From an optimization exercise on the open Yosys and OpenROAD flow, aimed at small area and a short achievable clock period; shortcuts taken in it are not production practice.
In this exercise RTL edits were held to simulation tests only and were not proved equivalent to the original.
Power figures rest on the tool's default switching activity, not on a simulated workload.

===== flow/design.v =====
`timescale 1ns/100ps
module mac_unit (
    input             clk,
    input             clr,
    input      [7:0]  x,
    input      [7:0]  w,
    output reg [23:0] acc
);
wire pp0_0 = x[0] & w[0];
wire pp0_1 = x[0] & w[1];
wire pp0_2 = x[0] & w[2];
wire pp0_3 = x[0] & w[3];
wire pp0_4 = x[0] & w[4];
wire pp0_5 = x[0] & w[5];
wire pp0_6 = x[0] & w[6];
wire pp0_7 = x[0] & w[7];
wire pp1_0 = x[1] & w[0];
wire pp1_1 = x[1] & w[1];
wire pp1_2 = x[1] & w[2];
wire pp1_3 = x[1] & w[3];
wire pp1_4 = x[1] & w[4];
wire pp1_5 = x[1] & w[5];
wire pp1_6 = x[1] & w[6];
wire pp1_7 = x[1] & w[7];
wire pp2_0 = x[2] & w[0];
wire pp2_1 = x[2] & w[1];
wire pp2_2 = x[2] & w[2];
wire pp2_3 = x[2] & w[3];
wire pp2_4 = x[2] & w[4];
wire pp2_5 = x[2] & w[5];
wire pp2_6 = x[2] & w[6];
wire pp2_7 = x[2] & w[7];
wire pp3_0 = x[3] & w[0];
wire pp3_1 = x[3] & w[1];
wire pp3_2 = x[3] & w[2];
wire pp3_3 = x[3] & w[3];
wire pp3_4 = x[3] & w[4];
wire pp3_5 = x[3] & w[5];
wire pp3_6 = x[3] & w[6];
wire pp3_7 = x[3] & w[7];
wire pp4_0 = x[4] & w[0];
wire pp4_1 = x[4] & w[1];
wire pp4_2 = x[4] & w[2];
wire pp4_3 = x[4] & w[3];
wire pp4_4 = x[4] & w[4];
wire pp4_5 = x[4] & w[5];
wire pp4_6 = x[4] & w[6];
wire pp4_7 = x[4] & w[7];
wire pp5_0 = x[5] & w[0];
wire pp5_1 = x[5] & w[1];
wire pp5_2 = x[5] & w[2];
wire pp5_3 = x[5] & w[3];
wire pp5_4 = x[5] & w[4];
wire pp5_5 = x[5] & w[5];
wire pp5_6 = x[5] & w[6];
wire pp5_7 = x[5] & w[7];
wire pp6_0 = x[6] & w[0];
wire pp6_1 = x[6] & w[1];
wire pp6_2 = x[6] & w[2];
wire pp6_3 = x[6] & w[3];
wire pp6_4 = x[6] & w[4];
wire pp6_5 = x[6] & w[5];
wire pp6_6 = x[6] & w[6];
wire pp6_7 = x[6] & w[7];
wire pp7_0 = x[7] & w[0];
wire pp7_1 = x[7] & w[1];
wire pp7_2 = x[7] & w[2];
wire pp7_3 = x[7] & w[3];
wire pp7_4 = x[7] & w[4];
wire pp7_5 = x[7] & w[5];
wire pp7_6 = x[7] & w[6];
wire pp7_7 = x[7] & w[7];
wire hs0 = acc[5] ^ pp0_5;
wire hc0 = acc[5] & pp0_5;
wire fs0 = acc[6] ^ pp0_6 ^ pp1_5;
wire fc0 = (acc[6] & pp0_6) | (acc[6] & pp1_5) | (pp0_6 & pp1_5);
wire hs1 = pp2_4 ^ pp3_3;
wire hc1 = pp2_4 & pp3_3;
wire fs1 = acc[7] ^ pp0_7 ^ pp1_6;
wire fc1 = (acc[7] & pp0_7) | (acc[7] & pp1_6) | (pp0_7 & pp1_6);
wire fs2 = pp2_5 ^ pp3_4 ^ pp4_3;
wire fc2 = (pp2_5 & pp3_4) | (pp2_5 & pp4_3) | (pp3_4 & pp4_3);
wire hs2 = pp5_2 ^ pp6_1;
wire hc2 = pp5_2 & pp6_1;
wire fs3 = acc[8] ^ pp1_7 ^ pp2_6;
wire fc3 = (acc[8] & pp1_7) | (acc[8] & pp2_6) | (pp1_7 & pp2_6);
wire fs4 = pp3_5 ^ pp4_4 ^ pp5_3;
wire fc4 = (pp3_5 & pp4_4) | (pp3_5 & pp5_3) | (pp4_4 & pp5_3);
wire hs3 = pp6_2 ^ pp7_1;
wire hc3 = pp6_2 & pp7_1;
wire fs5 = acc[9] ^ pp2_7 ^ pp3_6;
wire fc5 = (acc[9] & pp2_7) | (acc[9] & pp3_6) | (pp2_7 & pp3_6);
wire fs6 = pp4_5 ^ pp5_4 ^ pp6_3;
wire fc6 = (pp4_5 & pp5_4) | (pp4_5 & pp6_3) | (pp5_4 & pp6_3);
wire fs7 = acc[10] ^ pp3_7 ^ pp4_6;
wire fc7 = (acc[10] & pp3_7) | (acc[10] & pp4_6) | (pp3_7 & pp4_6);
wire hs4 = acc[3] ^ pp0_3;
wire hc4 = acc[3] & pp0_3;
wire fs8 = acc[4] ^ pp0_4 ^ pp1_3;
wire fc8 = (acc[4] & pp0_4) | (acc[4] & pp1_3) | (pp0_4 & pp1_3);
wire hs5 = pp2_2 ^ pp3_1;
wire hc5 = pp2_2 & pp3_1;
wire fs9 = pp1_4 ^ pp2_3 ^ pp3_2;
wire fc9 = (pp1_4 & pp2_3) | (pp1_4 & pp3_2) | (pp2_3 & pp3_2);
wire fs10 = pp4_1 ^ pp5_0 ^ hs0;
wire fc10 = (pp4_1 & pp5_0) | (pp4_1 & hs0) | (pp5_0 & hs0);
wire fs11 = pp4_2 ^ pp5_1 ^ pp6_0;
wire fc11 = (pp4_2 & pp5_1) | (pp4_2 & pp6_0) | (pp5_1 & pp6_0);
wire fs12 = hc0 ^ hs1 ^ fs0;
wire fc12 = (hc0 & hs1) | (hc0 & fs0) | (hs1 & fs0);
wire fs13 = pp7_0 ^ hc1 ^ hs2;
wire fc13 = (pp7_0 & hc1) | (pp7_0 & hs2) | (hc1 & hs2);
wire fs14 = fc0 ^ fs1 ^ fs2;
wire fc14 = (fc0 & fs1) | (fc0 & fs2) | (fs1 & fs2);
wire fs15 = hc2 ^ hs3 ^ fc1;
wire fc15 = (hc2 & hs3) | (hc2 & fc1) | (hs3 & fc1);
wire fs16 = fc2 ^ fs3 ^ fs4;
wire fc16 = (fc2 & fs3) | (fc2 & fs4) | (fs3 & fs4);
wire fs17 = pp7_2 ^ hc3 ^ fc3;
wire fc17 = (pp7_2 & hc3) | (pp7_2 & fc3) | (hc3 & fc3);
wire fs18 = fc4 ^ fs5 ^ fs6;
wire fc18 = (fc4 & fs5) | (fc4 & fs6) | (fs5 & fs6);
wire fs19 = pp5_5 ^ pp6_4 ^ pp7_3;
wire fc19 = (pp5_5 & pp6_4) | (pp5_5 & pp7_3) | (pp6_4 & pp7_3);
wire fs20 = fc5 ^ fc6 ^ fs7;
wire fc20 = (fc5 & fc6) | (fc5 & fs7) | (fc6 & fs7);
wire fs21 = acc[11] ^ pp4_7 ^ pp5_6;
wire fc21 = (acc[11] & pp4_7) | (acc[11] & pp5_6) | (pp4_7 & pp5_6);
wire fs22 = pp6_5 ^ pp7_4 ^ fc7;
wire fc22 = (pp6_5 & pp7_4) | (pp6_5 & fc7) | (pp7_4 & fc7);
wire fs23 = acc[12] ^ pp5_7 ^ pp6_6;
wire fc23 = (acc[12] & pp5_7) | (acc[12] & pp6_6) | (pp5_7 & pp6_6);
wire hs6 = acc[2] ^ pp0_2;
wire hc6 = acc[2] & pp0_2;
wire fs24 = pp1_2 ^ pp2_1 ^ pp3_0;
wire fc24 = (pp1_2 & pp2_1) | (pp1_2 & pp3_0) | (pp2_1 & pp3_0);
wire fs25 = pp4_0 ^ hc4 ^ hs5;
wire fc25 = (pp4_0 & hc4) | (pp4_0 & hs5) | (hc4 & hs5);
wire fs26 = hc5 ^ fc8 ^ fs9;
wire fc26 = (hc5 & fc8) | (hc5 & fs9) | (fc8 & fs9);
wire fs27 = fc9 ^ fs11 ^ fc10;
wire fc27 = (fc9 & fs11) | (fc9 & fc10) | (fs11 & fc10);
wire fs28 = fc11 ^ fs13 ^ fc12;
wire fc28 = (fc11 & fs13) | (fc11 & fc12) | (fs13 & fc12);
wire fs29 = fc13 ^ fc14 ^ fs15;
wire fc29 = (fc13 & fc14) | (fc13 & fs15) | (fc14 & fs15);
wire fs30 = fc15 ^ fc16 ^ fs17;
wire fc30 = (fc15 & fc16) | (fc15 & fs17) | (fc16 & fs17);
wire fs31 = fs19 ^ fc17 ^ fc18;
wire fc31 = (fs19 & fc17) | (fs19 & fc18) | (fc17 & fc18);
wire fs32 = fc19 ^ fs21 ^ fc20;
wire fc32 = (fc19 & fs21) | (fc19 & fc20) | (fs21 & fc20);
wire fs33 = pp7_5 ^ fc21 ^ fs23;
wire fc33 = (pp7_5 & fc21) | (pp7_5 & fs23) | (fc21 & fs23);
wire fs34 = acc[13] ^ pp6_7 ^ pp7_6;
wire fc34 = (acc[13] & pp6_7) | (acc[13] & pp7_6) | (pp6_7 & pp7_6);
wire hs7 = acc[1] ^ pp0_1;
wire hc7 = acc[1] & pp0_1;
wire fs35 = pp1_1 ^ pp2_0 ^ hs6;
wire fc35 = (pp1_1 & pp2_0) | (pp1_1 & hs6) | (pp2_0 & hs6);
wire fs36 = hc6 ^ hs4 ^ fs24;
wire fc36 = (hc6 & hs4) | (hc6 & fs24) | (hs4 & fs24);
wire fs37 = fc24 ^ fs8 ^ fs25;
wire fc37 = (fc24 & fs8) | (fc24 & fs25) | (fs8 & fs25);
wire fs38 = fc25 ^ fs10 ^ fs26;
wire fc38 = (fc25 & fs10) | (fc25 & fs26) | (fs10 & fs26);
wire fs39 = fc26 ^ fs12 ^ fs27;
wire fc39 = (fc26 & fs12) | (fc26 & fs27) | (fs12 & fs27);
wire fs40 = fs14 ^ fc27 ^ fs28;
wire fc40 = (fs14 & fc27) | (fs14 & fs28) | (fc27 & fs28);
wire fs41 = fs16 ^ fc28 ^ fs29;
wire fc41 = (fs16 & fc28) | (fs16 & fs29) | (fc28 & fs29);
wire fs42 = fs18 ^ fc29 ^ fs30;
wire fc42 = (fs18 & fc29) | (fs18 & fs30) | (fc29 & fs30);
wire fs43 = fs20 ^ fc30 ^ fs31;
wire fc43 = (fs20 & fc30) | (fs20 & fs31) | (fc30 & fs31);
wire fs44 = fs22 ^ fc31 ^ fs32;
wire fc44 = (fs22 & fc31) | (fs22 & fs32) | (fc31 & fs32);
wire fs45 = fc22 ^ fs33 ^ fc32;
wire fc45 = (fc22 & fs33) | (fc22 & fc32) | (fs33 & fc32);
wire fs46 = fc23 ^ fs34 ^ fc33;
wire fc46 = (fc23 & fs34) | (fc23 & fc33) | (fs34 & fc33);
wire fs47 = acc[14] ^ pp7_7 ^ fc34;
wire fc47 = (acc[14] & pp7_7) | (acc[14] & fc34) | (pp7_7 & fc34);
wire sumg0 = acc[0] & pp0_0;
wire sump0 = acc[0] ^ pp0_0;
wire sumg1 = pp1_0 & hs7;
wire sump1 = pp1_0 ^ hs7;
wire sumg2 = hc7 & fs35;
wire sump2 = hc7 ^ fs35;
wire sumg3 = fc35 & fs36;
wire sump3 = fc35 ^ fs36;
wire sumg4 = fc36 & fs37;
wire sump4 = fc36 ^ fs37;
wire sumg5 = fc37 & fs38;
wire sump5 = fc37 ^ fs38;
wire sumg6 = fc38 & fs39;
wire sump6 = fc38 ^ fs39;
wire sumg7 = fc39 & fs40;
wire sump7 = fc39 ^ fs40;
wire sumg8 = fc40 & fs41;
wire sump8 = fc40 ^ fs41;
wire sumg9 = fc41 & fs42;
wire sump9 = fc41 ^ fs42;
wire sumg10 = fc42 & fs43;
wire sump10 = fc42 ^ fs43;
wire sumg11 = fc43 & fs44;
wire sump11 = fc43 ^ fs44;
wire sumg12 = fc44 & fs45;
wire sump12 = fc44 ^ fs45;
wire sumg13 = fs46 & fc45;
wire sump13 = fs46 ^ fc45;
wire sumg14 = fs47 & fc46;
wire sump14 = fs47 ^ fc46;
wire sumg15 = acc[15] & fc47;
wire sump15 = acc[15] ^ fc47;
wire sumG0 = sumg1 | (sump1 & sumg0);
wire sumP0 = sump1 & sump0;
wire sumG1 = sumg3 | (sump3 & sumg2);
wire sumP1 = sump3 & sump2;
wire sumG2 = sumg5 | (sump5 & sumg4);
wire sumP2 = sump5 & sump4;
wire sumG3 = sumg7 | (sump7 & sumg6);
wire sumP3 = sump7 & sump6;
wire sumG4 = sumg9 | (sump9 & sumg8);
wire sumP4 = sump9 & sump8;
wire sumG5 = sumg11 | (sump11 & sumg10);
wire sumP5 = sump11 & sump10;
wire sumG6 = sumg13 | (sump13 & sumg12);
wire sumP6 = sump13 & sump12;
wire sumG7 = sumg15 | (sump15 & sumg14);
wire sumP7 = sump15 & sump14;
wire sumP8 = acc[17] & acc[16];
wire sumP9 = acc[19] & acc[18];
wire sumP10 = acc[21] & acc[20];
wire sumP11 = acc[23] & acc[22];
wire sumG12 = sumg2 | (sump2 & sumG0);
wire sumP12 = sump2 & sumP0;
wire sumG13 = sumG1 | (sumP1 & sumG0);
wire sumP13 = sumP1 & sumP0;
wire sumG14 = sumg6 | (sump6 & sumG2);
wire sumP14 = sump6 & sumP2;
wire sumG15 = sumG3 | (sumP3 & sumG2);
wire sumP15 = sumP3 & sumP2;
wire sumG16 = sumg10 | (sump10 & sumG4);
wire sumP16 = sump10 & sumP4;
wire sumG17 = sumG5 | (sumP5 & sumG4);
wire sumP17 = sumP5 & sumP4;
wire sumG18 = sumg14 | (sump14 & sumG6);
wire sumP18 = sump14 & sumP6;
wire sumG19 = sumG7 | (sumP7 & sumG6);
wire sumP19 = sumP7 & sumP6;
wire sumP20 = acc[18] & sumP8;
wire sumP21 = sumP9 & sumP8;
wire sumP22 = acc[22] & sumP10;
wire sumP23 = sumP11 & sumP10;
wire sumG24 = sumg4 | (sump4 & sumG13);
wire sumP24 = sump4 & sumP13;
wire sumG25 = sumG2 | (sumP2 & sumG13);
wire sumP25 = sumP2 & sumP13;
wire sumG26 = sumG14 | (sumP14 & sumG13);
wire sumP26 = sumP14 & sumP13;
wire sumG27 = sumG15 | (sumP15 & sumG13);
wire sumP27 = sumP15 & sumP13;
wire sumG28 = sumg12 | (sump12 & sumG17);
wire sumP28 = sump12 & sumP17;
wire sumG29 = sumG6 | (sumP6 & sumG17);
wire sumP29 = sumP6 & sumP17;
wire sumG30 = sumG18 | (sumP18 & sumG17);
wire sumP30 = sumP18 & sumP17;
wire sumG31 = sumG19 | (sumP19 & sumG17);
wire sumP31 = sumP19 & sumP17;
wire sumP32 = acc[20] & sumP21;
wire sumP33 = sumP10 & sumP21;
wire sumP34 = sumP22 & sumP21;
wire sumP35 = sumP23 & sumP21;
wire sumG36 = sumg8 | (sump8 & sumG27);
wire sumP36 = sump8 & sumP27;
wire sumG37 = sumG4 | (sumP4 & sumG27);
wire sumP37 = sumP4 & sumP27;
wire sumG38 = sumG16 | (sumP16 & sumG27);
wire sumP38 = sumP16 & sumP27;
wire sumG39 = sumG17 | (sumP17 & sumG27);
wire sumP39 = sumP17 & sumP27;
wire sumG40 = sumG28 | (sumP28 & sumG27);
wire sumP40 = sumP28 & sumP27;
wire sumG41 = sumG29 | (sumP29 & sumG27);
wire sumP41 = sumP29 & sumP27;
wire sumG42 = sumG30 | (sumP30 & sumG27);
wire sumP42 = sumP30 & sumP27;
wire sumG43 = sumG31 | (sumP31 & sumG27);
wire sumP43 = sumP31 & sumP27;
wire sumG44 = acc[16] & sumG43;
wire sumP44 = acc[16] & sumP43;
wire sumG45 = sumP8 & sumG43;
wire sumP45 = sumP8 & sumP43;
wire sumG46 = sumP20 & sumG43;
wire sumP46 = sumP20 & sumP43;
wire sumG47 = sumP21 & sumG43;
wire sumP47 = sumP21 & sumP43;
wire sumG48 = sumP32 & sumG43;
wire sumP48 = sumP32 & sumP43;
wire sumG49 = sumP33 & sumG43;
wire sumP49 = sumP33 & sumP43;
wire sumG50 = sumP34 & sumG43;
wire sumP50 = sumP34 & sumP43;
wire sumG51 = sumP35 & sumG43;
wire sumP51 = sumP35 & sumP43;
wire [23:0] sum = {acc[23] ^ sumG50, acc[22] ^ sumG49, acc[21] ^ sumG48, acc[20] ^ sumG47, acc[19] ^ sumG46, acc[18] ^ sumG45, acc[17] ^ sumG44, acc[16] ^ sumG43, sump15 ^ sumG42, sump14 ^ sumG41, sump13 ^ sumG40, sump12 ^ sumG39, sump11 ^ sumG38, sump10 ^ sumG37, sump9 ^ sumG36, sump8 ^ sumG27, sump7 ^ sumG26, sump6 ^ sumG25, sump5 ^ sumG24, sump4 ^ sumG13, sump3 ^ sumG12, sump2 ^ sumG0, sump1 ^ sumg0, sump0};
always @(posedge clk) begin
    if (clr)
        acc <= 24'd0;
    else
        acc <= sum;
end
endmodule
module mac_unit0 (
    input         clk,
    input         clr,
    input  [7:0]  x,
    input  [7:0]  w,
    output [23:0] sum
);
reg [23:0] acc;
reg [15:0] ps, pc;
wire pp0_0 = x[0] & w[0];
wire pp0_1 = x[0] & w[1];
wire pp0_2 = x[0] & w[2];
wire pp0_3 = x[0] & w[3];
wire pp0_4 = x[0] & w[4];
wire pp0_5 = x[0] & w[5];
wire pp0_6 = x[0] & w[6];
wire pp0_7 = x[0] & w[7];
wire pp1_0 = x[1] & w[0];
wire pp1_1 = x[1] & w[1];
wire pp1_2 = x[1] & w[2];
wire pp1_3 = x[1] & w[3];
wire pp1_4 = x[1] & w[4];
wire pp1_5 = x[1] & w[5];
wire pp1_6 = x[1] & w[6];
wire pp1_7 = x[1] & w[7];
wire pp2_0 = x[2] & w[0];
wire pp2_1 = x[2] & w[1];
wire pp2_2 = x[2] & w[2];
wire pp2_3 = x[2] & w[3];
wire pp2_4 = x[2] & w[4];
wire pp2_5 = x[2] & w[5];
wire pp2_6 = x[2] & w[6];
wire pp2_7 = x[2] & w[7];
wire pp3_0 = x[3] & w[0];
wire pp3_1 = x[3] & w[1];
wire pp3_2 = x[3] & w[2];
wire pp3_3 = x[3] & w[3];
wire pp3_4 = x[3] & w[4];
wire pp3_5 = x[3] & w[5];
wire pp3_6 = x[3] & w[6];
wire pp3_7 = x[3] & w[7];
wire pp4_0 = x[4] & w[0];
wire pp4_1 = x[4] & w[1];
wire pp4_2 = x[4] & w[2];
wire pp4_3 = x[4] & w[3];
wire pp4_4 = x[4] & w[4];
wire pp4_5 = x[4] & w[5];
wire pp4_6 = x[4] & w[6];
wire pp4_7 = x[4] & w[7];
wire pp5_0 = x[5] & w[0];
wire pp5_1 = x[5] & w[1];
wire pp5_2 = x[5] & w[2];
wire pp5_3 = x[5] & w[3];
wire pp5_4 = x[5] & w[4];
wire pp5_5 = x[5] & w[5];
wire pp5_6 = x[5] & w[6];
wire pp5_7 = x[5] & w[7];
wire pp6_0 = x[6] & w[0];
wire pp6_1 = x[6] & w[1];
wire pp6_2 = x[6] & w[2];
wire pp6_3 = x[6] & w[3];
wire pp6_4 = x[6] & w[4];
wire pp6_5 = x[6] & w[5];
wire pp6_6 = x[6] & w[6];
wire pp6_7 = x[6] & w[7];
wire pp7_0 = x[7] & w[0];
wire pp7_1 = x[7] & w[1];
wire pp7_2 = x[7] & w[2];
wire pp7_3 = x[7] & w[3];
wire pp7_4 = x[7] & w[4];
wire pp7_5 = x[7] & w[5];
wire pp7_6 = x[7] & w[6];
wire pp7_7 = x[7] & w[7];
wire hs0 = pp0_6 ^ pp1_5;
wire hc0 = pp0_6 & pp1_5;
wire fs0 = pp0_7 ^ pp1_6 ^ pp2_5;
wire fc0 = (pp0_7 & pp1_6) | (pp0_7 & pp2_5) | (pp1_6 & pp2_5);
wire hs1 = pp3_4 ^ pp4_3;
wire hc1 = pp3_4 & pp4_3;
wire fs1 = pp1_7 ^ pp2_6 ^ pp3_5;
wire fc1 = (pp1_7 & pp2_6) | (pp1_7 & pp3_5) | (pp2_6 & pp3_5);
wire hs2 = pp4_4 ^ pp5_3;
wire hc2 = pp4_4 & pp5_3;
wire fs2 = pp2_7 ^ pp3_6 ^ pp4_5;
wire fc2 = (pp2_7 & pp3_6) | (pp2_7 & pp4_5) | (pp3_6 & pp4_5);
wire hs3 = pp0_4 ^ pp1_3;
wire hc3 = pp0_4 & pp1_3;
wire fs3 = pp0_5 ^ pp1_4 ^ pp2_3;
wire fc3 = (pp0_5 & pp1_4) | (pp0_5 & pp2_3) | (pp1_4 & pp2_3);
wire hs4 = pp3_2 ^ pp4_1;
wire hc4 = pp3_2 & pp4_1;
wire fs4 = pp2_4 ^ pp3_3 ^ pp4_2;
wire fc4 = (pp2_4 & pp3_3) | (pp2_4 & pp4_2) | (pp3_3 & pp4_2);
wire fs5 = pp5_1 ^ pp6_0 ^ hs0;
wire fc5 = (pp5_1 & pp6_0) | (pp5_1 & hs0) | (pp6_0 & hs0);
wire fs6 = pp5_2 ^ pp6_1 ^ pp7_0;
wire fc6 = (pp5_2 & pp6_1) | (pp5_2 & pp7_0) | (pp6_1 & pp7_0);
wire fs7 = hc0 ^ hs1 ^ fs0;
wire fc7 = (hc0 & hs1) | (hc0 & fs0) | (hs1 & fs0);
wire fs8 = pp6_2 ^ pp7_1 ^ hc1;
wire fc8 = (pp6_2 & pp7_1) | (pp6_2 & hc1) | (pp7_1 & hc1);
wire fs9 = hs2 ^ fc0 ^ fs1;
wire fc9 = (hs2 & fc0) | (hs2 & fs1) | (fc0 & fs1);
wire fs10 = pp5_4 ^ pp6_3 ^ pp7_2;
wire fc10 = (pp5_4 & pp6_3) | (pp5_4 & pp7_2) | (pp6_3 & pp7_2);
wire fs11 = hc2 ^ fc1 ^ fs2;
wire fc11 = (hc2 & fc1) | (hc2 & fs2) | (fc1 & fs2);
wire fs12 = pp3_7 ^ pp4_6 ^ pp5_5;
wire fc12 = (pp3_7 & pp4_6) | (pp3_7 & pp5_5) | (pp4_6 & pp5_5);
wire fs13 = pp6_4 ^ pp7_3 ^ fc2;
wire fc13 = (pp6_4 & pp7_3) | (pp6_4 & fc2) | (pp7_3 & fc2);
wire fs14 = pp4_7 ^ pp5_6 ^ pp6_5;
wire fc14 = (pp4_7 & pp5_6) | (pp4_7 & pp6_5) | (pp5_6 & pp6_5);
wire hs5 = pp0_3 ^ pp1_2;
wire hc5 = pp0_3 & pp1_2;
wire fs15 = pp2_2 ^ pp3_1 ^ pp4_0;
wire fc15 = (pp2_2 & pp3_1) | (pp2_2 & pp4_0) | (pp3_1 & pp4_0);
wire fs16 = pp5_0 ^ hc3 ^ hs4;
wire fc16 = (pp5_0 & hc3) | (pp5_0 & hs4) | (hc3 & hs4);
wire fs17 = hc4 ^ fc3 ^ fs4;
wire fc17 = (hc4 & fc3) | (hc4 & fs4) | (fc3 & fs4);
wire fs18 = fc4 ^ fs6 ^ fc5;
wire fc18 = (fc4 & fs6) | (fc4 & fc5) | (fs6 & fc5);
wire fs19 = fc6 ^ fs8 ^ fc7;
wire fc19 = (fc6 & fs8) | (fc6 & fc7) | (fs8 & fc7);
wire fs20 = fs10 ^ fc8 ^ fc9;
wire fc20 = (fs10 & fc8) | (fs10 & fc9) | (fc8 & fc9);
wire fs21 = fc10 ^ fs12 ^ fs13;
wire fc21 = (fc10 & fs12) | (fc10 & fs13) | (fs12 & fs13);
wire fs22 = pp7_4 ^ fc12 ^ fs14;
wire fc22 = (pp7_4 & fc12) | (pp7_4 & fs14) | (fc12 & fs14);
wire fs23 = pp5_7 ^ pp6_6 ^ pp7_5;
wire fc23 = (pp5_7 & pp6_6) | (pp5_7 & pp7_5) | (pp6_6 & pp7_5);
wire hs6 = pp0_2 ^ pp1_1;
wire hc6 = pp0_2 & pp1_1;
wire fs24 = pp2_1 ^ pp3_0 ^ hs5;
wire fc24 = (pp2_1 & pp3_0) | (pp2_1 & hs5) | (pp3_0 & hs5);
wire fs25 = hc5 ^ hs3 ^ fs15;
wire fc25 = (hc5 & hs3) | (hc5 & fs15) | (hs3 & fs15);
wire fs26 = fc15 ^ fs3 ^ fs16;
wire fc26 = (fc15 & fs3) | (fc15 & fs16) | (fs3 & fs16);
wire fs27 = fc16 ^ fs5 ^ fs17;
wire fc27 = (fc16 & fs5) | (fc16 & fs17) | (fs5 & fs17);
wire fs28 = fc17 ^ fs7 ^ fs18;
wire fc28 = (fc17 & fs7) | (fc17 & fs18) | (fs7 & fs18);
wire fs29 = fs9 ^ fc18 ^ fs19;
wire fc29 = (fs9 & fc18) | (fs9 & fs19) | (fc18 & fs19);
wire fs30 = fs11 ^ fc19 ^ fs20;
wire fc30 = (fs11 & fc19) | (fs11 & fs20) | (fc19 & fs20);
wire fs31 = fc11 ^ fc20 ^ fs21;
wire fc31 = (fc11 & fc20) | (fc11 & fs21) | (fc20 & fs21);
wire fs32 = fc13 ^ fs22 ^ fc21;
wire fc32 = (fc13 & fs22) | (fc13 & fc21) | (fs22 & fc21);
wire fs33 = fc14 ^ fs23 ^ fc22;
wire fc33 = (fc14 & fs23) | (fc14 & fc22) | (fs23 & fc22);
wire fs34 = pp6_7 ^ pp7_6 ^ fc23;
wire fc34 = (pp6_7 & pp7_6) | (pp6_7 & fc23) | (pp7_6 & fc23);
wire [15:0] ps_d = {1'b0, pp7_7, fs34, fs33, fc31, fc30, fc29, fc28, fc27, fc26, fc25, fc24, hc6, pp2_0, pp0_1, pp0_0};
wire [15:0] pc_d = {1'b0, fc34, fc33, fc32, fs32, fs31, fs30, fs29, fs28, fs27, fs26, fs25, fs24, hs6, pp1_0, 1'b0};
always @(posedge clk) begin
    if (clr) begin
        ps <= 16'd0;
        pc <= 16'd0;
    end else begin
        ps <= ps_d;
        pc <= pc_d;
    end
end
wire ahs0 = acc[0] ^ pc[0];
wire ahc0 = acc[0] & pc[0];
wire afs0 = acc[1] ^ pc[1] ^ ps[1];
wire afc0 = (acc[1] & pc[1]) | (acc[1] & ps[1]) | (pc[1] & ps[1]);
wire afs1 = acc[2] ^ pc[2] ^ ps[2];
wire afc1 = (acc[2] & pc[2]) | (acc[2] & ps[2]) | (pc[2] & ps[2]);
wire afs2 = acc[3] ^ pc[3] ^ ps[3];
wire afc2 = (acc[3] & pc[3]) | (acc[3] & ps[3]) | (pc[3] & ps[3]);
wire afs3 = acc[4] ^ pc[4] ^ ps[4];
wire afc3 = (acc[4] & pc[4]) | (acc[4] & ps[4]) | (pc[4] & ps[4]);
wire afs4 = acc[5] ^ pc[5] ^ ps[5];
wire afc4 = (acc[5] & pc[5]) | (acc[5] & ps[5]) | (pc[5] & ps[5]);
wire afs5 = acc[6] ^ pc[6] ^ ps[6];
wire afc5 = (acc[6] & pc[6]) | (acc[6] & ps[6]) | (pc[6] & ps[6]);
wire afs6 = acc[7] ^ pc[7] ^ ps[7];
wire afc6 = (acc[7] & pc[7]) | (acc[7] & ps[7]) | (pc[7] & ps[7]);
wire afs7 = acc[8] ^ pc[8] ^ ps[8];
wire afc7 = (acc[8] & pc[8]) | (acc[8] & ps[8]) | (pc[8] & ps[8]);
wire afs8 = acc[9] ^ pc[9] ^ ps[9];
wire afc8 = (acc[9] & pc[9]) | (acc[9] & ps[9]) | (pc[9] & ps[9]);
wire afs9 = acc[10] ^ pc[10] ^ ps[10];
wire afc9 = (acc[10] & pc[10]) | (acc[10] & ps[10]) | (pc[10] & ps[10]);
wire afs10 = acc[11] ^ pc[11] ^ ps[11];
wire afc10 = (acc[11] & pc[11]) | (acc[11] & ps[11]) | (pc[11] & ps[11]);
wire afs11 = acc[12] ^ pc[12] ^ ps[12];
wire afc11 = (acc[12] & pc[12]) | (acc[12] & ps[12]) | (pc[12] & ps[12]);
wire afs12 = acc[13] ^ pc[13] ^ ps[13];
wire afc12 = (acc[13] & pc[13]) | (acc[13] & ps[13]) | (pc[13] & ps[13]);
wire afs13 = acc[14] ^ pc[14] ^ ps[14];
wire afc13 = (acc[14] & pc[14]) | (acc[14] & ps[14]) | (pc[14] & ps[14]);
wire afs14 = acc[15] ^ pc[15] ^ ps[15];
wire afc14 = (acc[15] & pc[15]) | (acc[15] & ps[15]) | (pc[15] & ps[15]);
wire sumg0 = ps[0] & ahs0;
wire sump0 = ps[0] ^ ahs0;
wire sumg1 = ahc0 & afs0;
wire sump1 = ahc0 ^ afs0;
wire sumg2 = afc0 & afs1;
wire sump2 = afc0 ^ afs1;
wire sumg3 = afc1 & afs2;
wire sump3 = afc1 ^ afs2;
wire sumg4 = afc2 & afs3;
wire sump4 = afc2 ^ afs3;
wire sumg5 = afc3 & afs4;
wire sump5 = afc3 ^ afs4;
wire sumg6 = afc4 & afs5;
wire sump6 = afc4 ^ afs5;
wire sumg7 = afc5 & afs6;
wire sump7 = afc5 ^ afs6;
wire sumg8 = afc6 & afs7;
wire sump8 = afc6 ^ afs7;
wire sumg9 = afc7 & afs8;
wire sump9 = afc7 ^ afs8;
wire sumg10 = afc8 & afs9;
wire sump10 = afc8 ^ afs9;
wire sumg11 = afc9 & afs10;
wire sump11 = afc9 ^ afs10;
wire sumg12 = afc10 & afs11;
wire sump12 = afc10 ^ afs11;
wire sumg13 = afc11 & afs12;
wire sump13 = afc11 ^ afs12;
wire sumg14 = afc12 & afs13;
wire sump14 = afc12 ^ afs13;
wire sumg15 = afc13 & afs14;
wire sump15 = afc13 ^ afs14;
wire sumg16 = acc[16] & afc14;
wire sump16 = acc[16] ^ afc14;
wire sumG0 = sumg1 | (sump1 & sumg0);
wire sumP0 = sump1 & sump0;
wire sumG1 = sumg3 | (sump3 & sumg2);
wire sumP1 = sump3 & sump2;
wire sumG2 = sumg5 | (sump5 & sumg4);
wire sumP2 = sump5 & sump4;
wire sumG3 = sumg7 | (sump7 & sumg6);
wire sumP3 = sump7 & sump6;
wire sumG4 = sumg9 | (sump9 & sumg8);
wire sumP4 = sump9 & sump8;
wire sumG5 = sumg11 | (sump11 & sumg10);
wire sumP5 = sump11 & sump10;
wire sumG6 = sumg13 | (sump13 & sumg12);
wire sumP6 = sump13 & sump12;
wire sumG7 = sumg15 | (sump15 & sumg14);
wire sumP7 = sump15 & sump14;
wire sumG8 = acc[17] & sumg16;
wire sumP8 = acc[17] & sump16;
wire sumP9 = acc[19] & acc[18];
wire sumP10 = acc[21] & acc[20];
wire sumP11 = acc[23] & acc[22];
wire sumG12 = sumg2 | (sump2 & sumG0);
wire sumP12 = sump2 & sumP0;
wire sumG13 = sumG1 | (sumP1 & sumG0);
wire sumP13 = sumP1 & sumP0;
wire sumG14 = sumg6 | (sump6 & sumG2);
wire sumP14 = sump6 & sumP2;
wire sumG15 = sumG3 | (sumP3 & sumG2);
wire sumP15 = sumP3 & sumP2;
wire sumG16 = sumg10 | (sump10 & sumG4);
wire sumP16 = sump10 & sumP4;
wire sumG17 = sumG5 | (sumP5 & sumG4);
wire sumP17 = sumP5 & sumP4;
wire sumG18 = sumg14 | (sump14 & sumG6);
wire sumP18 = sump14 & sumP6;
wire sumG19 = sumG7 | (sumP7 & sumG6);
wire sumP19 = sumP7 & sumP6;
wire sumG20 = acc[18] & sumG8;
wire sumP20 = acc[18] & sumP8;
wire sumG21 = sumP9 & sumG8;
wire sumP21 = sumP9 & sumP8;
wire sumP22 = acc[22] & sumP10;
wire sumP23 = sumP11 & sumP10;
wire sumG24 = sumg4 | (sump4 & sumG13);
wire sumP24 = sump4 & sumP13;
wire sumG25 = sumG2 | (sumP2 & sumG13);
wire sumP25 = sumP2 & sumP13;
wire sumG26 = sumG14 | (sumP14 & sumG13);
wire sumP26 = sumP14 & sumP13;
wire sumG27 = sumG15 | (sumP15 & sumG13);
wire sumP27 = sumP15 & sumP13;
wire sumG28 = sumg12 | (sump12 & sumG17);
wire sumP28 = sump12 & sumP17;
wire sumG29 = sumG6 | (sumP6 & sumG17);
wire sumP29 = sumP6 & sumP17;
wire sumG30 = sumG18 | (sumP18 & sumG17);
wire sumP30 = sumP18 & sumP17;
wire sumG31 = sumG19 | (sumP19 & sumG17);
wire sumP31 = sumP19 & sumP17;
wire sumG32 = acc[20] & sumG21;
wire sumP32 = acc[20] & sumP21;
wire sumG33 = sumP10 & sumG21;
wire sumP33 = sumP10 & sumP21;
wire sumG34 = sumP22 & sumG21;
wire sumP34 = sumP22 & sumP21;
wire sumG35 = sumP23 & sumG21;
wire sumP35 = sumP23 & sumP21;
wire sumG36 = sumg8 | (sump8 & sumG27);
wire sumP36 = sump8 & sumP27;
wire sumG37 = sumG4 | (sumP4 & sumG27);
wire sumP37 = sumP4 & sumP27;
wire sumG38 = sumG16 | (sumP16 & sumG27);
wire sumP38 = sumP16 & sumP27;
wire sumG39 = sumG17 | (sumP17 & sumG27);
wire sumP39 = sumP17 & sumP27;
wire sumG40 = sumG28 | (sumP28 & sumG27);
wire sumP40 = sumP28 & sumP27;
wire sumG41 = sumG29 | (sumP29 & sumG27);
wire sumP41 = sumP29 & sumP27;
wire sumG42 = sumG30 | (sumP30 & sumG27);
wire sumP42 = sumP30 & sumP27;
wire sumG43 = sumG31 | (sumP31 & sumG27);
wire sumP43 = sumP31 & sumP27;
wire sumG44 = sumg16 | (sump16 & sumG43);
wire sumP44 = sump16 & sumP43;
wire sumG45 = sumG8 | (sumP8 & sumG43);
wire sumP45 = sumP8 & sumP43;
wire sumG46 = sumG20 | (sumP20 & sumG43);
wire sumP46 = sumP20 & sumP43;
wire sumG47 = sumG21 | (sumP21 & sumG43);
wire sumP47 = sumP21 & sumP43;
wire sumG48 = sumG32 | (sumP32 & sumG43);
wire sumP48 = sumP32 & sumP43;
wire sumG49 = sumG33 | (sumP33 & sumG43);
wire sumP49 = sumP33 & sumP43;
wire sumG50 = sumG34 | (sumP34 & sumG43);
wire sumP50 = sumP34 & sumP43;
wire sumG51 = sumG35 | (sumP35 & sumG43);
wire sumP51 = sumP35 & sumP43;
assign sum = {acc[23] ^ sumG50, acc[22] ^ sumG49, acc[21] ^ sumG48, acc[20] ^ sumG47, acc[19] ^ sumG46, acc[18] ^ sumG45, acc[17] ^ sumG44, sump16 ^ sumG43, sump15 ^ sumG42, sump14 ^ sumG41, sump13 ^ sumG40, sump12 ^ sumG39, sump11 ^ sumG38, sump10 ^ sumG37, sump9 ^ sumG36, sump8 ^ sumG27, sump7 ^ sumG26, sump6 ^ sumG25, sump5 ^ sumG24, sump4 ^ sumG13, sump3 ^ sumG12, sump2 ^ sumG0, sump1 ^ sumg0, sump0};
always @(posedge clk) begin
    if (clr)
        acc <= 24'd0;
    else
        acc <= sum;
end
endmodule
`timescale 1ns/100ps
module systolic_array #(
    parameter NUM_ROW = 8,
    parameter NUM_COL = 8,
    parameter IN_WORD_SIZE = 8,
    parameter OUT_WORD_SIZE = 24
)(
    input                                           clk,
    input                                           rst,
    input      [NUM_COL*IN_WORD_SIZE-1:0]           top_inputs,
    input      [NUM_ROW*IN_WORD_SIZE-1:0]           left_inputs,
    output reg                                      compute_done,
    output reg [OUT_WORD_SIZE-1:0]                  cycles_count,
    output     [0:OUT_WORD_SIZE*NUM_ROW*NUM_COL-1]  pe_register_vals
);
localparam W = IN_WORD_SIZE;
localparam ND = NUM_ROW + NUM_COL - 2;    
always @(posedge clk) begin
    if (rst)
        cycles_count <= 0;
    else
        cycles_count <= cycles_count + 1;
end
always @(posedge clk) begin
    if (rst)
        compute_done <= 1'b0;
    else if (cycles_count == 22)
        compute_done <= 1'b1;
end
reg [ND-1:0] rst_hist;
always @(posedge clk)
    rst_hist <= {rst_hist[ND-2:0] | {(ND-1){rst}}, rst};
wire [ND:0] clr = {rst_hist | {ND{rst}}, rst};
genvar i, j;
generate
for (i = 0; i < NUM_ROW; i = i + 1) begin : row
    localparam N = i + NUM_COL - 1;
    reg  [W*N-1:0] dl;
    wire [W*(N+1)-1:0] st = {dl, left_inputs[W*i +: W]};
    always @(posedge clk)
        dl <= st[W*N-1:0];
end
for (j = 0; j < NUM_COL; j = j + 1) begin : col
    localparam N = j + NUM_ROW - 1;
    reg  [W*N-1:0] dl;
    wire [W*(N+1)-1:0] st = {dl, top_inputs[W*j +: W]};
    always @(posedge clk)
        dl <= st[W*N-1:0];
end
for (i = 0; i < NUM_ROW; i = i + 1) begin : pr
    for (j = 0; j < NUM_COL; j = j + 1) begin : pc
        if (i + j == 0) begin : g0
            mac_unit0 pe (
                .clk (clk),
                .clr (clr[0]),
                .x   (left_inputs[0 +: W]),
                .w   (top_inputs[0 +: W]),
                .sum (pe_register_vals[0 +: OUT_WORD_SIZE])
            );
        end else begin : g
            mac_unit pe (
                .clk (clk),
                .clr (clr[i+j]),
                .x   (row[i].st[W*(i+j) +: W]),
                .w   (col[j].st[W*(i+j) +: W]),
                .acc (pe_register_vals[OUT_WORD_SIZE*(NUM_COL*i+j) +: OUT_WORD_SIZE])
            );
        end
    end
end
endgenerate
endmodule

===== flow/config.mk =====
export PLATFORM = sky130hd
export DESIGN_NAME = systolic_array
export DESIGN_NICKNAME = systolic_array
export VERILOG_FILES = /design/flow/design.v
export SDC_FILE = /design/flow/constraint.sdc
export NUM_CORES = 4
export LEC_CHECK = 0
export CAP_MARGIN = 20
export CORE_MARGIN = 2
export CORE_UTILIZATION = 50
export SETUP_SLACK_MARGIN = 5
export SLEW_MARGIN = 20

===== flow/constraint.sdc =====
create_clock -name core_clock -period 10.0 [get_ports {clk}]
set_input_delay 2.0000 -clock core_clock [delete_from_list [all_inputs] [get_ports {clk}]]
set_output_delay 2.0000 -clock core_clock [all_outputs]
set_load 0.01 [all_outputs]

===== flow/run.sh =====
#!/bin/bash
# synth_recipe.tcl (not shown) runs the flow's synth.tcl, then flattens the netlist and writes it again
# the make line also repeats each setting of config.mk as NAME=value (left out here)
make -C /OpenROAD-flow-scripts/flow DESIGN_CONFIG=/design/flow/config.mk WORK_HOME=/design/flow/orfs CLKGATE_MAP_FILE= SYNTH_SCRIPT=/design/flow/synth_recipe.tcl finish

==> summary.txt <==
## cells by family (layout without fill, tap and decap cells)
family,Yosys count,in the layout,synth area share [%]
adders and majority gates,4866,4866,39.91
muxes,6,6,0.02791
xor gates and xnor gates,883,883,3.594
AOI/OAI and AO/OA,1799,1800,5.402
DFF,2948,2948,27.43
other,0,12,0
and+or+nand+nor,6837,6837,15.67
buffers and inverters,4553,6758,7.966
## power breakdown
group          switching (mW)  total, mW  internal [mW]
sequential              0.876       13.1           12.2
combinational            9.85       18.0           8.11
clock                    5.54       13.7           8.17
total                    16.3       44.8           28.5
## worst max path at each step
stage                                  start  cells after the start              endpoint
floorplan            pr[0].pc[0].g0.pe.pc[2]                     10   pe_register_vals[6]
global placement     pr[0].pc[0].g0.pe.pc[3]                     11   pe_register_vals[6]
detailed placement   pr[0].pc[0].g0.pe.pc[3]                     11   pe_register_vals[6]
CTS                 pr[0].pc[0].g0.pe.acc[4]                     11   pe_register_vals[4]
global route        pr[0].pc[0].g0.pe.acc[4]                     11   pe_register_vals[0]
finish               pr[0].pc[0].g0.pe.pc[2]                     12  pe_register_vals[12]
## Yosys cell counts, types with 10 or more instances
master / n / area (sq um)
buf_1: 12 / 45.04
ha_1: 1538 / 19240
nand3_1: 110 / 550.5
a21oi_1: 544 / 2723
xor2_1: 383 / 3354
xnor2_1: 500 / 4379
a211oi_1: 71 / 533.0
and2_1: 2218 / 13880
o21bai_1: 56 / 420.4
o21ai_2: 10 / 87.58
or2_2: 26 / 162.7
a31o_2: 22 / 192.7
clkbuf_1: 161 / 604.3
nor4_1: 12 / 75.07
nand2b_1: 83 / 519.3
nor2b_1: 133 / 832.1
nor3_1: 167 / 835.8
nand2_1: 2454 / 9211
dfxtp_1: 2948 / 59020
o311a_1: 16 / 160.2
a211o_1: 23 / 201.4
o21a_1: 93 / 698.2
nor3b_1: 57 / 427.9
o211ai_1: 46 / 345.3
buf_4: 10 / 75.07
o31ai_1: 20 / 150.1
o21ba_2: 11 / 110.1
fa_1: 3328 / 66620
and3_1: 56 / 350.3
o21ai_1: 45 / 225.2
a31oi_1: 52 / 325.3
or4_1: 19 / 142.6
or3_1: 158 / 988.5
nor2_1: 1136 / 4264
inv_1: 4360 / 16370
o22ai_2: 11 / 137.6
and4_1: 47 / 411.6
o31a_1: 15 / 131.4
o21ai_0: 370 / 1852
a21o_1: 295 / 2215
nand4_1: 142 / 888.4
a31oi_2: 12 / 150.1
## stage by stage
step | util [%] | setup WS (ns)
2_1_floorplan | - | 5.257
3_3_place_gp | 55.81 | 4.433
3_5_place_dp | 55.81 | 4.467
4_1_cts | 58.81 | 4.216
5_1_grt | 59.20 | 4.074
6_report | 59.21 | 4.294
## repair_timing
| item | in CTS | in global routing |
|---|---|---|
| resized for setup | 250 | 655 |
| buffers inserted | 7 | 28 |
| cloned | 0 | 1 |
| pin swaps | 34 | 46 |
| endpoints found under the setup margin | 139 | 398 |
| endpoints found under the hold margin | 0 | 0 |
## per-layer routing
| layer | vias to the layer above | track usage (%) | share of wire [%] |
|---|---|---|---|
| met5 | - | 0 | 0.011 |
| met3 | 1061 | 6.684 | 6.6 |
| met2 | 3444 | 48.82 | 47 |
| met1 | 76090 | 35.09 | 39 |
| li1 | 70620 | - | - |
| met4 | 10 | 17.70 | 7.2 |
## layout by cell type, fill, tap and decap left out, types with 41 or more instances in the layout
| master | n |
|---|---|
| o21bai_1 | 55 |
| xnor2_1 | 496 |
| dfxtp_1 | 2429 |
| and4_1 | 47 |
| nand2_1 | 2454 |
| nor2_1 | 1123 |
| xor2_1 | 381 |
| nand3_1 | 110 |
| nor3_1 | 160 |
| or3_1 | 155 |
| nand2b_1 | 83 |
| clkbuf_8 | 61 |
| clkdlybuf4s50_1 | 1667 |
| a21oi_1 | 539 |
| clkbuf_16 | 357 |
| nand4_1 | 142 |
| o21a_1 | 92 |
| dfxtp_4 | 108 |
| o211ai_1 | 46 |
| o21ai_0 | 353 |
| ha_1 | 1528 |
| a211oi_1 | 67 |
| buf_4 | 61 |
| and3_1 | 56 |
| a21o_1 | 294 |
| fa_1 | 3324 |
| nor3b_1 | 57 |
| a31oi_1 | 41 |
| and2_1 | 2218 |
| clkinv_2 | 50 |
| bufinv_16 | 44 |
| inv_1 | 4352 |
| nor2b_1 | 133 |
| dfxtp_2 | 411 |
## cell type report
cell class | count | area [sq um]
timing repair buffer | 1761 | 17420
tap | 5687 | 7116
fill | 37580 | 174600
clock inverter | 178 | 2470
antenna | 12 | 30.03
clock buffer | 454 | 9908
inverter | 4365 | 16410
sequential | 2948 | 59940
multi-input combinational | 14390 | 140100
## flip-flops by register name, summed over array words and instances, names as in the netlist
register	count
rst_hist	14
pr.pc.g0.pe.ps	15
row.dl	672
col.dl	672
pr.pc.g0.pe.acc	24
pr.pc.g0.pe.pc	14
compute_done	1
cycles_count	24
pr.pc.g.pe.acc	1512
==> impl_results.md <==
- Worst Path Max Fanout: 3
- Cts bufs inserted: 349
- Syn nets: 26890
- Starting density of the core: 50.28%
- Final wirelength: 636500 um
- Worst path buffer plus inverter count: 3
- CTS root buffer: clkbuf_16
- Initial DRC Count: 7017
- Distinct cells, synth: 81
- EDFF count, synth: 0
- FF-to-FF setup slack: 5.16 ns
- Max-cap viol count: 0
- CTS sink cnt: 2948
- Total Nets Final: 28810
- Worst hold path stage count: 0
- Worst path cell trace: fa_2 > ha_4 > a211oi_4 > o21a_4 > buf_6 > buf_6 > o21ai_4 > a21o_1 > a21o_1 > a21oi_2 > xnor2_2 > buf_2
- Largest net degree at the start of global routing: 95
- Main synth FF type: dfxtp_1
- Worst Hold Class: reg2reg
- Reg2Reg Depth: 17
- Final HPWL DP: 516700 um
- DRC: 0
- RD Place Congestion: 0.9246
- Inst Count DP: 29120
- Reg2reg start: row[7].dl[65]
- Worst path slowest cell: fa_2
- Pwr Total: 44.77 mW
- Core area: 427900 sq um
- Endpoint class of the critical path: primary output
- Antenna violations before repair: 17
- Worst r2r dst: pr[7].pc[2].g.pe.acc[23]
- CTS tree: done
- Power Density: 176.7 nW/um^2
- Overflow after GRT: 0
- Clock Skews: 0.04062 ns
- Die ar.: 435600 sq um
- WL/cell: 21.36 um
- Pleak: 113.8 nW
- Die X: 660 um
- Final Max Tran Viols: 0
- H-tree Lvls: 5
- Final instance area: 253300 sq um
- Final hold violation count: 0
- Mapped Avg Cell Area: 9.829 sq um
- CP arrival: 3.71 ns
- Setup tns final: 0 ns
- Worst path required time: 8.00 ns
- Min cycle time layout: 5.706 ns
- Max Freq: 0.1753 GHz
- VDD IR max: 0.1726 mV
- Delay-heaviest family, CP: compound AO/OA/AOI/OAI gates
- Vias/cell: 5.075
- Syn Inst Count: 21890
- Worst-skew pair later-pin latency: 0.98 ns
- Drt pass-1 iters: 5
- CTS hold repair buffers: 0
- Layout Cells excl Fill: 29800
- Die H: 660 um
- DP Area: 238800 sq um
- Yosys warns: 3
- Layout cells sized above 1: 6.079%
- Final setup viols: 0
- CP max stage delay: 0.60 ns
- Area Growth Syn to Fin: 17.74%
- Seq/Total Area, Yosys: 27.43%
- DRT antenna net count: 0
- Crit Path Category: reg2out
- Mapped cell area: 215200 sq um
- Fin crit share: 57.06%
- Vias in the first global route: 159800
- Cell row count: 240
- Hold wc startpoint: row[5].dl[31]
- Post-synth ARST share: 0%
- I/O pin total: 1691
- GRT Overall Usage: 29.50%
- Number of synthesized register bits: 2948
- Vias: 151200
- Slew headroom: 32.80%
- RSZ-0062 raised after global routing: true
- Smallest hold slack: 0.2984 ns
- First-pass GRT wire length: 975700 um
- Worst-path clk slew: 0.06 ns
- Slew @ Worst Pin: 1.008 ns
- CP Launch Type: flip-flop
- Status: finished clean
- Buffers on Ports: 1690
- CTS Buffer Depth: 4
- Destination of the worst hold path: row[5].dl[39]

==> re-timing with driven ports <==
Ports are ideal in the flow. The routed layout listed here was re-timed in OpenROAD.
Step 1 (the two cells are an assumption about what drives the block):
set clk [get_ports {clk}]
set_driving_cell -lib_cell sky130_fd_sc_hd__clkbuf_16 $clk
set_driving_cell -lib_cell sky130_fd_sc_hd__buf_2 [delete_from_list [all_inputs] $clk]
Step 2 times the ports against the registers' clock, not the clock port: input delays grow and output delays shrink by t, the midpoint of the rising clock arrivals with the driver on.
Slacks: ideal ports / drivers / drivers and shift; pairs: ideal ports / drivers.
shift t [ns]: 1.085
setup slack, ns: 4.294 / 4.169 / 4.633
slew at the worst register clock pin (ns): 0.07 / 0.07
worst data-port slew with drivers (ns): 0.09
After both steps setup and hold are still met in this run. For this run, drivers alone change the setup slack by -0.125 ns; drivers and shift together by +0.339 ns.
